This design comes from an exercise in tuning for small area, a short achievable clock period and few clock cycles per item on the open sky130 flow, not from production work.
Where RTL was checked, it was by simulation tests only, not by an equivalence proof against the original.
Power figures rest on the tool's default switching activity, not on a simulated workload.

## Binary_to_BCD
module Binary_to_BCD
  #(parameter INPUT_WIDTH = 28,
    parameter DECIMAL_DIGITS = 8)
  (
   input                         clk,
   input                         rst,
   input [INPUT_WIDTH-1:0]       i_Binary,
   input                         i_Start,
   output [DECIMAL_DIGITS*4-1:0] o_BCD,
   output                        o_DV
   );
Size: about 41 flip-flops, roughly 64 I/O pins.
==> module Binary_to_BCD, before the edit <==
module Binary_to_BCD
  #(parameter INPUT_WIDTH = 28,
    parameter DECIMAL_DIGITS = 8)
  (
   input                         clk,
   input                         rst,
   input [INPUT_WIDTH-1:0]       i_Binary,
   input                         i_Start,
   output [DECIMAL_DIGITS*4-1:0] o_BCD,
   output                        o_DV
   );
  function [3:0] add3(input [3:0] d, input en);
    reg c;
    begin
      c = en & (d[3] | (d[2] & (d[1] | d[0])));
      add3 = {c | d[3], c ? d[3] & d[0] : d[2], c ? (d[3] ? ~d[0] : d[1] & d[0]) : d[1], d[0] ^ c};
    end
  endfunction
  reg [33:0] r_R;
  reg        r_Busy, r_DV;
  reg [4:0] r_T;    
  reg [33:0] w_L;
  always @* begin
    w_L = {i_Binary, 6'b0};
    w_L = {w_L[32:0], w_L[33]};
    w_L = {w_L[32:0], w_L[33]};
    w_L = {w_L[32:0], w_L[33]};
    w_L[3:0] = add3(w_L[3:0], 1'b1);
    w_L = {w_L[32:0], w_L[33]};
  end
  reg [33:0] w_S;
  always @* begin
    w_S = r_R;
    w_S[3:0] = add3(w_S[3:0], 1'b1);
    w_S[7:4] = add3(w_S[7:4], 1'b1);
    w_S[11:8] = add3(w_S[11:8], r_T[0]);
    w_S[15:12] = add3(w_S[15:12], r_T[1]);
    w_S[19:16] = add3(w_S[19:16], r_T[2]);
    w_S[23:20] = add3(w_S[23:20], r_T[3]);
    w_S[27:24] = add3(w_S[27:24], r_T[4]);
    w_S = {w_S[32:0], w_S[33]};
    w_S[3:0] = add3(w_S[3:0], 1'b1);
    w_S[7:4] = add3(w_S[7:4], 1'b1);
    w_S[11:8] = add3(w_S[11:8], r_T[0]);
    w_S[15:12] = add3(w_S[15:12], r_T[1]);
    w_S[19:16] = add3(w_S[19:16], r_T[2]);
    w_S[23:20] = add3(w_S[23:20], r_T[3]);
    w_S[27:24] = add3(w_S[27:24], r_T[4]);
    w_S = {w_S[32:0], w_S[33]};
    w_S[3:0] = add3(w_S[3:0], 1'b1);
    w_S[7:4] = add3(w_S[7:4], 1'b1);
    w_S[11:8] = add3(w_S[11:8], 1'b1);
    w_S[15:12] = add3(w_S[15:12], r_T[0]);
    w_S[19:16] = add3(w_S[19:16], r_T[1]);
    w_S[23:20] = add3(w_S[23:20], r_T[2]);
    w_S[27:24] = add3(w_S[27:24], r_T[3]);
    w_S[31:28] = add3(w_S[31:28], r_T[4]);
    w_S = {w_S[32:0], w_S[33]};
    w_S[3:0] = add3(w_S[3:0], 1'b1);
    w_S[7:4] = add3(w_S[7:4], 1'b1);
    w_S[11:8] = add3(w_S[11:8], 1'b1);
    w_S[15:12] = add3(w_S[15:12], r_T[0]);
    w_S[19:16] = add3(w_S[19:16], r_T[1]);
    w_S[23:20] = add3(w_S[23:20], r_T[2]);
    w_S[27:24] = add3(w_S[27:24], r_T[3]);
    w_S[31:28] = add3(w_S[31:28], r_T[4]);
    w_S = {w_S[32:0], w_S[33]};
  end
  always @(posedge clk) begin
    r_R <= r_Busy ? w_S : w_L;
    r_T <= r_Busy ? {r_T[3:0], 1'b1} : 5'b0;
    if (rst) begin
      r_Busy <= 1'b0;
      r_DV   <= 1'b0;
    end else if (r_Busy) begin
      r_Busy <= ~r_T[4];
      r_DV   <= r_T[4];
    end else begin
      r_Busy <= i_Start;
      r_DV   <= 1'b0;
    end
  end
  assign o_BCD = r_R[31:0];
  assign o_DV  = r_DV;
endmodule
clock: 5.0 ns
lec_check: 0
abc_area: 1
cap_margin: 20
core_margin: 2
core_utilization: 40
place_density: 0.6
slew_margin: 20
run.sh (not shown) runs the stock make flow with config.mk's settings and CLKGATE_MAP_FILE= SYNTH_SCRIPT=/design/flow/synth_recipe.tcl, a recipe that flattens the netlist after the stock synthesis.
==> next run, changes <==
==> flow/design.v (replaced) <==
module Binary_to_BCD
  #(parameter INPUT_WIDTH = 28,
    parameter DECIMAL_DIGITS = 8)
  (
   input                         clk,
   input                         rst,
   input [INPUT_WIDTH-1:0]       i_Binary,
   input                         i_Start,
   output [DECIMAL_DIGITS*4-1:0] o_BCD,
   output                        o_DV
   );
  function [3:0] add3(input [3:0] d, input en);
    reg c;
    begin
      c = en & (d[3] | (d[2] & (d[1] | d[0])));
      add3 = {c | d[3], c ? d[3] & d[0] : d[2], c ? (d[3] ? ~d[0] : d[1] & d[0]) : d[1], d[0] ^ c};
    end
  endfunction
  reg [33:0] r_R;
  reg        r_Busy, r_DV;
  reg [6:0] r_T;    
  reg [33:0] w_L;
  always @* begin
    w_L = {i_Binary, 6'b0};
    w_L = {w_L[32:0], w_L[33]};
    w_L = {w_L[32:0], w_L[33]};
    w_L = {w_L[32:0], w_L[33]};
    w_L[3:0] = add3(w_L[3:0], 1'b1);
    w_L = {w_L[32:0], w_L[33]};
  end
  reg [33:0] w_S;
  always @* begin
    w_S = r_R;
    w_S[3:0] = add3(w_S[3:0], 1'b1);
    w_S[7:4] = add3(w_S[7:4], 1'b1);
    w_S[11:8] = add3(w_S[11:8], r_T[0]);
    w_S[15:12] = add3(w_S[15:12], r_T[1]);
    w_S[19:16] = add3(w_S[19:16], r_T[3]);
    w_S[23:20] = add3(w_S[23:20], r_T[4]);
    w_S[27:24] = add3(w_S[27:24], r_T[5]);
    w_S = {w_S[32:0], w_S[33]};
    w_S[3:0] = add3(w_S[3:0], 1'b1);
    w_S[7:4] = add3(w_S[7:4], 1'b1);
    w_S[11:8] = add3(w_S[11:8], r_T[0]);
    w_S[15:12] = add3(w_S[15:12], r_T[1]);
    w_S[19:16] = add3(w_S[19:16], r_T[2]);
    w_S[23:20] = add3(w_S[23:20], r_T[4]);
    w_S[27:24] = add3(w_S[27:24], r_T[5]);
    w_S[31:28] = add3(w_S[31:28], r_T[6]);
    w_S = {w_S[32:0], w_S[33]};
    w_S[3:0] = add3(w_S[3:0], 1'b1);
    w_S[7:4] = add3(w_S[7:4], 1'b1);
    w_S[11:8] = add3(w_S[11:8], 1'b1);
    w_S[15:12] = add3(w_S[15:12], r_T[1]);
    w_S[19:16] = add3(w_S[19:16], r_T[2]);
    w_S[23:20] = add3(w_S[23:20], r_T[3]);
    w_S[27:24] = add3(w_S[27:24], r_T[5]);
    w_S[31:28] = add3(w_S[31:28], r_T[6]);
    w_S = {w_S[32:0], w_S[33]};
  end
  always @(posedge clk) begin
    r_R <= r_Busy ? w_S : w_L;
    r_T <= r_Busy ? {r_T[5:0], 1'b1} : 7'b0;
    if (rst) begin
      r_Busy <= 1'b0;
      r_DV   <= 1'b0;
    end else if (r_Busy) begin
      r_Busy <= ~r_T[6];
      r_DV   <= r_T[6];
    end else begin
      r_Busy <= i_Start;
      r_DV   <= 1'b0;
    end
  end
  assign o_BCD = r_R[31:0];
  assign o_DV  = r_DV;
endmodule
=> Power decreases by 40%; wire length goes down by 20%; global-route usage fell by 1.2 points; area after synthesis decreases by 15%; clock power went down by 14%; critical path depth fell by 17; non-clock buffer count does not change; worst setup slack improved by 480 ps; final cell count goes down by 16%; design area goes down by 13%; first-iteration DRC count decreases by 0.88%; sequential share of layout area goes up by 3.8 points; utilization falls by 0.16 points; combinational power is lower by 57%.
Testbench counts after the change, summed over its fixed seeds: cycles 11,520, items 1,280.
No functional check of the RTL was part of the first run of this note.

========
Another version of the RTL of Binary_to_BCD (not shown whole).
Size in the first run: about 550 cells after synthesis, roughly 42 flip-flops, ~64 I/O pins, about 0.0033 mm2 of cells after synthesis.
==> module Binary_to_BCD, before the edit <==
module Binary_to_BCD
  #(parameter INPUT_WIDTH = 28,
    parameter DECIMAL_DIGITS = 8)
  (
   input                         clk,
   input                         rst,
   input [INPUT_WIDTH-1:0]       i_Binary,
   input                         i_Start,
   output [DECIMAL_DIGITS*4-1:0] o_BCD,
   output                        o_DV
   );
  function [3:0] add3(input [3:0] d, input en);
    reg c;
    begin
      c = en & (d[3] | (d[2] & (d[1] | d[0])));
      add3 = {c | d[3], c ? d[3] & d[0] : d[2], c ? (d[3] ? ~d[0] : d[1] & d[0]) : d[1], d[0] ^ c};
    end
  endfunction
  function [2:0] mod5(input en, input [2:0] v);
    mod5 = (en & v[2] & (v[1] | v[0])) ? v - 3'd5 : v;
  endfunction
  reg [32:0] r_R;
  reg        r_Busy, r_DV;
  reg [6:0] r_T;    
  reg [32:0] w_L;
  always @* begin
    w_L = {i_Binary, 5'b0};
    w_L = {w_L[31:0], w_L[32]};
    w_L = {w_L[31:0], w_L[32]};
    w_L = {w_L[31:0], w_L[32]};
    w_L[3:0] = add3(w_L[3:0], 1'b1);
    w_L = {w_L[31:0], w_L[32]};
  end
  reg [32:0] w_S;
  always @* begin
    w_S = r_R;
    w_S[3:0] = add3(w_S[3:0], 1'b1);
    w_S[7:4] = add3(w_S[7:4], 1'b1);
    w_S[11:8] = add3(w_S[11:8], r_T[0]);
    w_S[15:12] = add3(w_S[15:12], r_T[2]);
    w_S[19:16] = add3(w_S[19:16], r_T[3]);
    w_S[23:20] = add3(w_S[23:20], r_T[4]);
    w_S[27:24] = add3(w_S[27:24], r_T[6]);
    w_S = {w_S[31:0], w_S[32]};
    w_S[3:0] = add3(w_S[3:0], 1'b1);
    w_S[7:4] = add3(w_S[7:4], 1'b1);
    w_S[11:8] = add3(w_S[11:8], r_T[0]);
    w_S[15:12] = add3(w_S[15:12], r_T[1]);
    w_S[19:16] = add3(w_S[19:16], r_T[3]);
    w_S[23:20] = add3(w_S[23:20], r_T[4]);
    w_S[27:24] = add3(w_S[27:24], r_T[5]);
    w_S[30:28] = mod5(r_T[6], w_S[30:28]);
    w_S = {w_S[31:0], w_S[32]};
    w_S[3:0] = add3(w_S[3:0], 1'b1);
    w_S[7:4] = add3(w_S[7:4], 1'b1);
    w_S[11:8] = add3(w_S[11:8], r_T[0]);
    w_S[15:12] = add3(w_S[15:12], r_T[1]);
    w_S[19:16] = add3(w_S[19:16], r_T[2]);
    w_S[23:20] = add3(w_S[23:20], r_T[4]);
    w_S[27:24] = add3(w_S[27:24], r_T[5]);
    w_S[31:28] = add3(w_S[31:28], r_T[6]);
    w_S = {w_S[31:0], w_S[32]};
  end
  always @(posedge clk) begin
    r_R <= r_Busy ? w_S : w_L;
    r_T <= r_Busy ? {r_T[5:0], 1'b1} : 7'b0;
    if (rst) begin
      r_Busy <= 1'b0;
      r_DV   <= 1'b0;
    end else if (r_Busy) begin
      r_Busy <= ~r_T[6];
      r_DV   <= r_T[6];
    end else begin
      r_Busy <= i_Start;
      r_DV   <= 1'b0;
    end
  end
  assign o_BCD = r_R[31:0];
  assign o_DV  = r_DV;
endmodule
Settings: LEC_CHECK=0, ABC_AREA=1, CAP_MARGIN=20, CORE_MARGIN=2, CORE_UTILIZATION=55, PLACE_DENSITY=0.7, SETUP_SLACK_MARGIN=2.9, SLEW_MARGIN=20; clock period 5.0 ns.
standard.sh (not shown) runs the stock make flow with config.mk's settings and CLKGATE_MAP_FILE= SYNTH_SCRIPT=/design/flow/synth_recipe.tcl, a recipe that flattens the netlist after the stock synthesis.
==> flow/flow/run.sh <==
#!/bin/bash
# The standard layout (the standard.sh, unchanged synthesis and steps), with
# the port buffers that buffer_ports inserts made sky130_fd_sc_hd__buf_1 cells
# instead of its default pick. Every tool's output goes to standard_flow.log here;
# ORFS also keeps each step's log under orfs/logs.
set -euo pipefail
bash standard.sh 'BUFFER_PORTS_ARGS=-buffer_cell sky130_fd_sc_hd__buf_1' finish > standard_flow.log 2>&1
The starting point produced a clean layout.
Change:
==> flow/design.v (replaced) <==
module Binary_to_BCD
  #(parameter INPUT_WIDTH = 28,
    parameter DECIMAL_DIGITS = 8)
  (
   input                         clk,
   input                         rst,
   input [INPUT_WIDTH-1:0]       i_Binary,
   input                         i_Start,
   output [DECIMAL_DIGITS*4-1:0] o_BCD,
   output                        o_DV
   );
  function [3:0] add3(input [3:0] d, input en);
    reg c;
    begin
      c = en & (d[3] | (d[2] & (d[1] | d[0])));
      add3 = {c | d[3], c ? d[3] & d[0] : d[2], c ? (d[3] ? ~d[0] : d[1] & d[0]) : d[1], d[0] ^ c};
    end
  endfunction
  reg [33:0] r_R;
  reg        r_Busy, r_DV;
  reg [6:0] r_T;    
  reg [33:0] w_L;
  always @* begin
    w_L = {i_Binary, 6'b0};
    w_L = {w_L[32:0], w_L[33]};
    w_L = {w_L[32:0], w_L[33]};
    w_L = {w_L[32:0], w_L[33]};
    w_L[3:0] = add3(w_L[3:0], 1'b1);
    w_L = {w_L[32:0], w_L[33]};
  end
  reg [33:0] w_S;
  always @* begin
    w_S = r_R;
    w_S[3:0] = add3(w_S[3:0], 1'b1);
    w_S[7:4] = add3(w_S[7:4], 1'b1);
    w_S[11:8] = add3(w_S[11:8], r_T[0]);
    w_S[15:12] = add3(w_S[15:12], r_T[1]);
    w_S[19:16] = add3(w_S[19:16], r_T[3]);
    w_S[23:20] = add3(w_S[23:20], r_T[4]);
    w_S[27:24] = add3(w_S[27:24], r_T[5]);
    w_S = {w_S[32:0], w_S[33]};
    w_S[3:0] = add3(w_S[3:0], 1'b1);
    w_S[7:4] = add3(w_S[7:4], 1'b1);
    w_S[11:8] = add3(w_S[11:8], r_T[0]);
    w_S[15:12] = add3(w_S[15:12], r_T[1]);
    w_S[19:16] = add3(w_S[19:16], r_T[2]);
    w_S[23:20] = add3(w_S[23:20], r_T[4]);
    w_S[27:24] = add3(w_S[27:24], r_T[5]);
    w_S[31:28] = add3(w_S[31:28], r_T[6]);
    w_S = {w_S[32:0], w_S[33]};
    w_S[3:0] = add3(w_S[3:0], 1'b1);
    w_S[7:4] = add3(w_S[7:4], 1'b1);
    w_S[11:8] = add3(w_S[11:8], 1'b1);
    w_S[15:12] = add3(w_S[15:12], r_T[1]);
    w_S[19:16] = add3(w_S[19:16], r_T[2]);
    w_S[23:20] = add3(w_S[23:20], r_T[3]);
    w_S[27:24] = add3(w_S[27:24], r_T[5]);
    w_S[31:28] = add3(w_S[31:28], r_T[6]);
    w_S = {w_S[32:0], w_S[33]};
  end
  always @(posedge clk) begin
    r_R <= r_Busy ? w_S : w_L;
    r_T <= r_Busy ? {r_T[5:0], 1'b1} : 7'b0;
    if (rst) begin
      r_Busy <= 1'b0;
      r_DV   <= 1'b0;
    end else if (r_Busy) begin
      r_Busy <= ~r_T[6];
      r_DV   <= r_T[6];
    end else begin
      r_Busy <= i_Start;
      r_DV   <= 1'b0;
    end
  end
  assign o_BCD = r_R[31:0];
  assign o_DV  = r_DV;
endmodule
Result:
- worst setup slack is better by 0.056 ns
- synthesized area decreases slightly
- cell area shrinks slightly
- non-clock buffer count increases by 3
- total power went down by a few percent
- register-to-register slack is better by 0.06 ns
- fmax grows by a few percent
- global-route usage is higher by 0.39 points
- first-iteration DRC count fell by a little under a tenth
- wire length is higher slightly
- sequential share of layout area grows by 0.93 points
- utilization drops by 0.16 points
- clock power decreases by a few percent
Testbench counts after the change, summed over its fixed seeds: cycles 11,520, items 1,280.
Only the layout flow was run in the first run of this note; the RTL was not checked for function there.

========
== beta ==
Another version of the RTL of Binary_to_BCD (not shown whole).
Size: roughly 530 cells after synthesis, roughly 42 flip-flops, roughly 64 I/O pins, about 3200 um2 of cells after synthesis.
==> module Binary_to_BCD, before the edit <==
module Binary_to_BCD
  #(parameter INPUT_WIDTH = 28,
    parameter DECIMAL_DIGITS = 8)
  (
   input                         clk,
   input                         rst,
   input [INPUT_WIDTH-1:0]       i_Binary,
   input                         i_Start,
   output [DECIMAL_DIGITS*4-1:0] o_BCD,
   output                        o_DV
   );
  function [3:0] add3(input [3:0] d, input en);
    reg c;
    begin
      c = en & (d[3] | (d[2] & (d[1] | d[0])));
      add3 = {c | d[3], c ? d[3] & d[0] : d[2], c ? (d[3] ? ~d[0] : d[1] & d[0]) : d[1], d[0] ^ c};
    end
  endfunction
  reg [33:0] r_R;
  reg        r_Busy;
  reg [6:0] r_T;    
  reg [33:0] w_L;
  always @* begin
    w_L = {i_Binary, 6'b0};
    w_L = {w_L[32:0], w_L[33]};
    w_L = {w_L[32:0], w_L[33]};
    w_L = {w_L[32:0], w_L[33]};
    w_L[3:0] = add3(w_L[3:0], 1'b1);
    w_L = {w_L[32:0], w_L[33]};
  end
  reg [33:0] w_S;
  always @* begin
    w_S = r_R;
    w_S[3:0] = add3(w_S[3:0], 1'b1);
    w_S[7:4] = add3(w_S[7:4], 1'b1);
    w_S[11:8] = add3(w_S[11:8], r_T[0]);
    w_S[15:12] = add3(w_S[15:12], r_T[1]);
    w_S[19:16] = add3(w_S[19:16], r_T[3]);
    w_S[23:20] = add3(w_S[23:20], r_T[4]);
    w_S[27:24] = add3(w_S[27:24], r_T[5]);
    w_S = {w_S[32:0], w_S[33]};
    w_S[3:0] = add3(w_S[3:0], 1'b1);
    w_S[7:4] = add3(w_S[7:4], 1'b1);
    w_S[11:8] = add3(w_S[11:8], r_T[0]);
    w_S[15:12] = add3(w_S[15:12], r_T[1]);
    w_S[19:16] = add3(w_S[19:16], r_T[2]);
    w_S[23:20] = add3(w_S[23:20], r_T[4]);
    w_S[27:24] = add3(w_S[27:24], r_T[5]);
    w_S[31:28] = add3(w_S[31:28], r_T[6]);
    w_S = {w_S[32:0], w_S[33]};
    w_S[3:0] = add3(w_S[3:0], 1'b1);
    w_S[7:4] = add3(w_S[7:4], 1'b1);
    w_S[11:8] = add3(w_S[11:8], 1'b1);
    w_S[15:12] = add3(w_S[15:12], r_T[1]);
    w_S[19:16] = add3(w_S[19:16], r_T[2]);
    w_S[23:20] = add3(w_S[23:20], r_T[3]);
    w_S[27:24] = add3(w_S[27:24], r_T[5]);
    w_S[31:28] = add3(w_S[31:28], r_T[6]);
    w_S = {w_S[32:0], w_S[33]};
  end
  always @(posedge clk) begin
    r_R <= r_Busy ? w_S : w_L;
    r_T <= r_Busy & ~rst ? {r_T[5:0], 1'b1} : 7'b0;
    if (rst) begin
      r_Busy <= 1'b0;
    end else if (r_Busy) begin
      r_Busy <= ~r_T[6];
    end else begin
      r_Busy <= i_Start;
    end
  end
  assign o_BCD = r_R[31:0];
  assign o_DV  = r_T[6] & ~r_Busy;
endmodule
==> flow/config.mk <==
export PLATFORM = sky130hd
export DESIGN_NAME = Binary_to_BCD
export DESIGN_NICKNAME = Binary_to_BCD
export VERILOG_FILES = /design/flow/design.v
export SDC_FILE = /design/flow/constraint.sdc
export NUM_CORES = 4
export LEC_CHECK = 0
export ABC_AREA = 1
export CAP_MARGIN = 20
export CORE_MARGIN = 2
export CORE_UTILIZATION = 40
export PLACE_DENSITY = 0.6
export SLEW_MARGIN = 20
==> flow/constraint.sdc <==
create_clock -name core_clock -period 5.0 [get_ports {clk}]
set_input_delay 1.0000 -clock core_clock [delete_from_list [all_inputs] [get_ports {clk}]]
set_output_delay 1.0000 -clock core_clock [all_outputs]
set_load 0.01 [all_outputs]
Scripts as last shown in full above: flow/flow/run.sh
Setup changes, beta to epsilon
==> flow/design.v <==
module Binary_to_BCD
  #(parameter INPUT_WIDTH = 28,
    parameter DECIMAL_DIGITS = 8)
  (
   input                         clk,
   input                         rst,
   input [INPUT_WIDTH-1:0]       i_Binary,
   input                         i_Start,
   output [DECIMAL_DIGITS*4-1:0] o_BCD,
   output                        o_DV
   );
  function [3:0] add3(input [3:0] d, input en);
    reg c;
    begin
      c = en & (d[3] | (d[2] & (d[1] | d[0])));
      add3 = {c | d[3], c ? d[3] & d[0] : d[2], c ? (d[3] ? ~d[0] : d[1] & d[0]) : d[1], d[0] ^ c};
    end
  endfunction
  reg [33:0] r_R;
  reg        r_Busy, r_DV;
  reg [4:0] r_T;    
  reg [33:0] w_L;
  always @* begin
    w_L = {i_Binary, 6'b0};
    w_L = {w_L[32:0], w_L[33]};
    w_L = {w_L[32:0], w_L[33]};
    w_L = {w_L[32:0], w_L[33]};
    w_L[3:0] = add3(w_L[3:0], 1'b1);
    w_L = {w_L[32:0], w_L[33]};
  end
  reg [33:0] w_S;
  always @* begin
    w_S = r_R;
    w_S[3:0] = add3(w_S[3:0], 1'b1);
    w_S[7:4] = add3(w_S[7:4], 1'b1);
    w_S[11:8] = add3(w_S[11:8], r_T[0]);
    w_S[15:12] = add3(w_S[15:12], r_T[1]);
    w_S[19:16] = add3(w_S[19:16], r_T[2]);
    w_S[23:20] = add3(w_S[23:20], r_T[3]);
    w_S[27:24] = add3(w_S[27:24], r_T[4]);
    w_S = {w_S[32:0], w_S[33]};
    w_S[3:0] = add3(w_S[3:0], 1'b1);
    w_S[7:4] = add3(w_S[7:4], 1'b1);
    w_S[11:8] = add3(w_S[11:8], r_T[0]);
    w_S[15:12] = add3(w_S[15:12], r_T[1]);
    w_S[19:16] = add3(w_S[19:16], r_T[2]);
    w_S[23:20] = add3(w_S[23:20], r_T[3]);
    w_S[27:24] = add3(w_S[27:24], r_T[4]);
    w_S = {w_S[32:0], w_S[33]};
    w_S[3:0] = add3(w_S[3:0], 1'b1);
    w_S[7:4] = add3(w_S[7:4], 1'b1);
    w_S[11:8] = add3(w_S[11:8], 1'b1);
    w_S[15:12] = add3(w_S[15:12], r_T[0]);
    w_S[19:16] = add3(w_S[19:16], r_T[1]);
    w_S[23:20] = add3(w_S[23:20], r_T[2]);
    w_S[27:24] = add3(w_S[27:24], r_T[3]);
    w_S[31:28] = add3(w_S[31:28], r_T[4]);
    w_S = {w_S[32:0], w_S[33]};
    w_S[3:0] = add3(w_S[3:0], 1'b1);
    w_S[7:4] = add3(w_S[7:4], 1'b1);
    w_S[11:8] = add3(w_S[11:8], 1'b1);
    w_S[15:12] = add3(w_S[15:12], r_T[0]);
    w_S[19:16] = add3(w_S[19:16], r_T[1]);
    w_S[23:20] = add3(w_S[23:20], r_T[2]);
    w_S[27:24] = add3(w_S[27:24], r_T[3]);
    w_S[31:28] = add3(w_S[31:28], r_T[4]);
    w_S = {w_S[32:0], w_S[33]};
  end
  always @(posedge clk) begin
    r_R <= r_Busy ? w_S : w_L;
    r_T <= r_Busy ? {r_T[3:0], 1'b1} : 5'b0;
    if (rst) begin
      r_Busy <= 1'b0;
      r_DV   <= 1'b0;
    end else if (r_Busy) begin
      r_Busy <= ~r_T[4];
      r_DV   <= r_T[4];
    end else begin
      r_Busy <= i_Start;
      r_DV   <= 1'b0;
    end
  end
  assign o_BCD = r_R[31:0];
  assign o_DV  = r_DV;
endmodule
When epsilon is measured against beta, its number of multi-input combinational cells in the layout turns out 97 higher. In epsilon, fraction of area in clock buffers and inverters is lower than in beta. Between beta and epsilon, setup slack is lower for epsilon, beta comes in above that. The total placed instance area in epsilon was higher than what beta gave. Re clock-buffer cell count: beta was higher than epsilon. Summary of epsilon over beta: share of the final layout cell area in sequential cells dropped 4.4 points; portion of total power attributed to sequential cells went down 14 points.
No functional check of the RTL was part of any run of this note.

-- afterwards: timing with drivers on the ports --
No port has a modelled driver above. Below, the same layouts with a new extraction and two added sets of constraints. Step 1: set_driving_cell puts a clkbuf_16 on clk and a buf_2 on each other input, an assumption about the parent block. Step 2, shift: input delay + t, output delay - t, t = (earliest + latest rising clock arrival at the registers) / 2. This alone moves slack from input paths to output paths. a / b / c = no drivers / after step 1 / after step 2; a / b = the first two.
run	t (ns)	setup slack, ns	worst hold slack (ns)	worst register clock-pin slew, ns
the first run of note 1	0.324	2.196 / 2.196 / 2.196	0.474 / 0.474 / 0.474	0.09 / 0.09
the second run of note 1	0.331	2.676 / 2.645 / 2.806	0.434 / 0.434 / 0.434	0.10 / 0.10
the first run of note 2	0.322	3.016 / 3.016 / 3.016	0.459 / 0.459 / 0.459	0.09 / 0.09
the second run of note 2	0.321	3.072 / 3.072 / 3.072	0.447 / 0.447 / 0.447	0.09 / 0.09
beta	0.317	2.393 / 2.365 / 2.530	0.466 / 0.466 / 0.466	0.08 / 0.08
epsilon	0.329	2.149 / 2.149 / 2.149	0.505 / 0.505 / 0.505	0.10 / 0.10
After both steps setup and hold are still met in every run listed.
